This design comes from an exercise in tuning for small area and a short achievable clock period on the open sky130 flow, not from production work.
The RTL was checked by simulation tests, not by an equivalence proof against the original design.
The clock port is modelled as an ideal driver; clocking choices that lean on that would not hold on a real chip.

Design multiplier_comb_reg, start of the top module:
module multiplier_comb_reg (
    input  logic        CLK_i,
    input  logic [31:0] DIN1_i,
    input  logic [31:0] DIN2_i,
    output logic [63:0] DOUT_o
);
For scale: ~2,100 cells after synthesis.
==> flow/config.mk <==
export PLATFORM = sky130hd
export DESIGN_NAME = multiplier_comb_reg
export DESIGN_NICKNAME = multiplier_comb_reg
export VERILOG_FILES = /design/flow/design.v
export SDC_FILE = /design/flow/constraint.sdc
export NUM_CORES = 4
export LEC_CHECK = 0
export CAP_MARGIN = 20
export CORE_MARGIN = 2
export CORE_UTILIZATION = 40
export CTS_BUF_LIST = sky130_fd_sc_hd__clkbuf_8
export CTS_CLUSTER_SIZE = 16
export SLEW_MARGIN = 20
export SYNTH_HIERARCHICAL = 1
==> flow/constraint.sdc <==
create_clock -name core_clock -period 44.0 [get_ports {CLK_i}]
set_input_delay 8.8000 -clock core_clock [delete_from_list [all_inputs] [get_ports {CLK_i}]]
set_output_delay 8.8000 -clock core_clock [all_outputs]
set_load 0.01 [all_outputs]
standard.sh (not shown) runs the stock make flow with config.mk's settings and CLKGATE_MAP_FILE= SYNTH_SCRIPT=/design/flow/synth_recipe.tcl, a recipe that flattens the netlist after the stock synthesis.
==> flow/flow/run.sh <==
#!/bin/bash
# Own layout flow: the standard ORFS flow (standard.sh: the standard
# synthesis, floorplan, power grid, placement, CTS and routing) with two changes:
#  1. after synthesis, combinational cells that ABC's speed script up-sized
#     (the design has no timing pressure at the design's period) go back to
#     their smallest drive strength; repair_design re-sizes any that need it.
#     Flip-flops are left exactly as synthesis made them.
#  2. the port buffers that buffer_ports inserts are plain buf_1 cells rather
#     than the clock-delay cells it picks by default.
set -euo pipefail
R=orfs/results/sky130hd/multiplier_comb_reg/base
bash standard.sh synth > synth.log 2>&1
cp $R/1_2_yosys.v synth_netlist_orig.v
sed -E -i \
  -e 's/\bsky130_fd_sc_hd__(a21oi|a21boi|a22oi|a211oi|o211ai|o21ai|nor2b|nand2b|nor2|nand2|nor3|nand3|inv|xor2|xnor2|o22ai|a21o|o21a|or2|and2)_(2|4|8)\b/sky130_fd_sc_hd__\1_1/g' \
  $R/1_2_yosys.v
diff synth_netlist_orig.v $R/1_2_yosys.v > downsize.diff || true
touch $R/1_2_yosys.v
bash standard.sh "BUFFER_PORTS_ARGS=-buffer_cell sky130_fd_sc_hd__buf_1" finish > layout.log 2>&1
The baseline completed without violations.
Next try:
CTS_BUF_LIST = sky130_fd_sc_hd__clkbuf_4 sky130_fd_sc_hd__clkbuf_8   (was sky130_fd_sc_hd__clkbuf_8)
CTS_CLUSTER_DIAMETER = 200   (was unset)
CTS_CLUSTER_SIZE = 32   (was 16)
After rerunning: Count of clock-buffer cells in the layout is unchanged; design area stays the same; non-clock buffer count stays the same; synthesized cell count does not change; register-to-register slack is about the same; critical path depth does not change; cell count stays the same; via count is unchanged; die area is unchanged.
Next try:
CTS_BUF_LIST = unset   (was sky130_fd_sc_hd__clkbuf_4 sky130_fd_sc_hd__clkbuf_8)
CTS_CLUSTER_DIAMETER = unset   (was 200)
CTS_CLUSTER_SIZE = unset   (was 32)
What happened: Worst hold slack is worse by 0.0095 ns; die area does not change; utilization goes up by 0.35 points; setup slack is better by 0.095 ns; global-route usage stays flat; register-to-register slack is better by 0.02 ns; synthesized cell count stays the same.

========
## amber
multiplier_comb_reg, a different RTL version from the one above (not shown whole).
Size in the first run: roughly 2100 cells after synthesis, about 130 flip-flops, roughly 130 I/O pins.
clock: 44.0 ns
lec_check: 0
cap_margin: 20
core_margin: 2
core_utilization: 60
slew_margin: 20
synth_hierarchical: 1
==> flow/flow/run.sh <==
#!/bin/bash
# Own layout flow: the standard ORFS flow (standard.sh: the standard
# synthesis, floorplan, power grid, placement, CTS and routing) with three
# changes:
#  1. between synthesis and floorplan, flow/post_synth.py re-sizes cells in the
#     synthesized netlist (drive strengths only; cell functions and flip-flop
#     cell types and names are kept);
#  2. the port buffers that buffer_ports inserts are plain buf_1 cells rather
#     than the clock-delay cells it picks by default;
#  3. clock_tree_synthesis keeps its default arguments but builds the tree
#     from a clkbuf_16 root and clkbuf_8 buffers below it (a balanced tree as
#     before, with smaller buffers).
set -euo pipefail
R=orfs/results/sky130hd/multiplier_comb_reg/base
bash standard.sh synth > synth.log 2>&1
cp $R/1_2_yosys.v synth_netlist_orig.v
python3 flow/post_synth.py $R/1_2_yosys.v > post_synth.log 2>&1
diff synth_netlist_orig.v $R/1_2_yosys.v > post_synth.diff || true
touch $R/1_2_yosys.v
bash standard.sh \
  "BUFFER_PORTS_ARGS=-buffer_cell sky130_fd_sc_hd__buf_1" \
  "CTS_ARGS=-sink_clustering_enable -repair_clock_nets -root_buf sky130_fd_sc_hd__clkbuf_16 -buf_list sky130_fd_sc_hd__clkbuf_8" \
  finish > layout.log 2>&1
Other scripts of this flow, unchanged in this note and not shown: flow/flow/post_synth.py
amber completed end to end with timing, DRC and antenna clean.
## Diff of input files: garnet against amber
Settings: changing CORE_UTILIZATION from 60 to 40.
==> flow/flow/run.sh <==
#!/bin/bash
# Own layout flow: the standard ORFS flow (standard.sh: the standard
# synthesis, floorplan, power grid, placement, CTS and routing) with two changes:
#  1. between synthesis and floorplan, flow/post_synth.py re-sizes cells in the
#     synthesized netlist (drive strengths only; cell functions and flip-flop
#     cell types and names are kept);
#  2. the port buffers that buffer_ports inserts are plain buf_1 cells rather
#     than the clock-delay cells it picks by default.
set -euo pipefail
R=orfs/results/sky130hd/multiplier_comb_reg/base
bash standard.sh synth > synth.log 2>&1
cp $R/1_2_yosys.v synth_netlist_orig.v
python3 flow/post_synth.py $R/1_2_yosys.v > post_synth.log 2>&1
diff synth_netlist_orig.v $R/1_2_yosys.v > post_synth.diff || true
touch $R/1_2_yosys.v
bash standard.sh "BUFFER_PORTS_ARGS=-buffer_cell sky130_fd_sc_hd__buf_1" finish > layout.log 2>&1
==> notes.md <==
Delta (garnet minus amber): wire length of the first global-routing pass ~0 delta, synthesized net count did not really move.
Compared to amber, garnet leaves more free space in the core.
Diff amber -> garnet: routed wire length has remained practically unchanged, final period utilization has remained practically unchanged, via count has decreased, worst setup skew after layout has remained practically unchanged.

what the ideal ports hide:
The results above use ideal ports. As a check the final layouts listed here were re-extracted and re-timed, cells and wires unchanged.
Step 1 (the two cells are an assumption about what drives the block):
set clk [get_ports {CLK_i}]
set_driving_cell -lib_cell sky130_fd_sc_hd__clkbuf_16 $clk
set_driving_cell -lib_cell sky130_fd_sc_hd__buf_2 [delete_from_list [all_inputs] $clk]
Step 2 times the ports against the registers' clock, not the clock port: input delays grow and output delays shrink by t, the midpoint of the rising clock arrivals with the driver on.
Slacks: ideal / step 1 / step 2; pairs: ideal / step 1.
| run | t, ns | setup WS [ns] | worst setup path after step 2 | latest minus earliest clock arrival (ns) | worst data-port slew with drivers (ns) |
|---|---|---|---|---|---|
| the first run of note 1 | 0.624 | 34.131 / 34.078 / 34.702 | register to output | 0.024 / 0.024 | 0.04 |
| the second run of note 1 | 0.624 | 34.131 / 34.078 / 34.702 | register to output | 0.024 / 0.024 | 0.04 |
| the third run of note 1 | 0.540 | 34.226 / 34.167 / 34.707 | register to output | 0.026 / 0.027 | 0.04 |
| amber | 0.490 | 34.275 / 34.217 / 34.707 | register to output | 0.036 / 0.037 | 0.04 |
| garnet | 0.541 | 34.221 / 34.167 / 34.708 | register to output | 0.034 / 0.034 | 0.04 |
After both steps setup and hold are still met in every run listed.
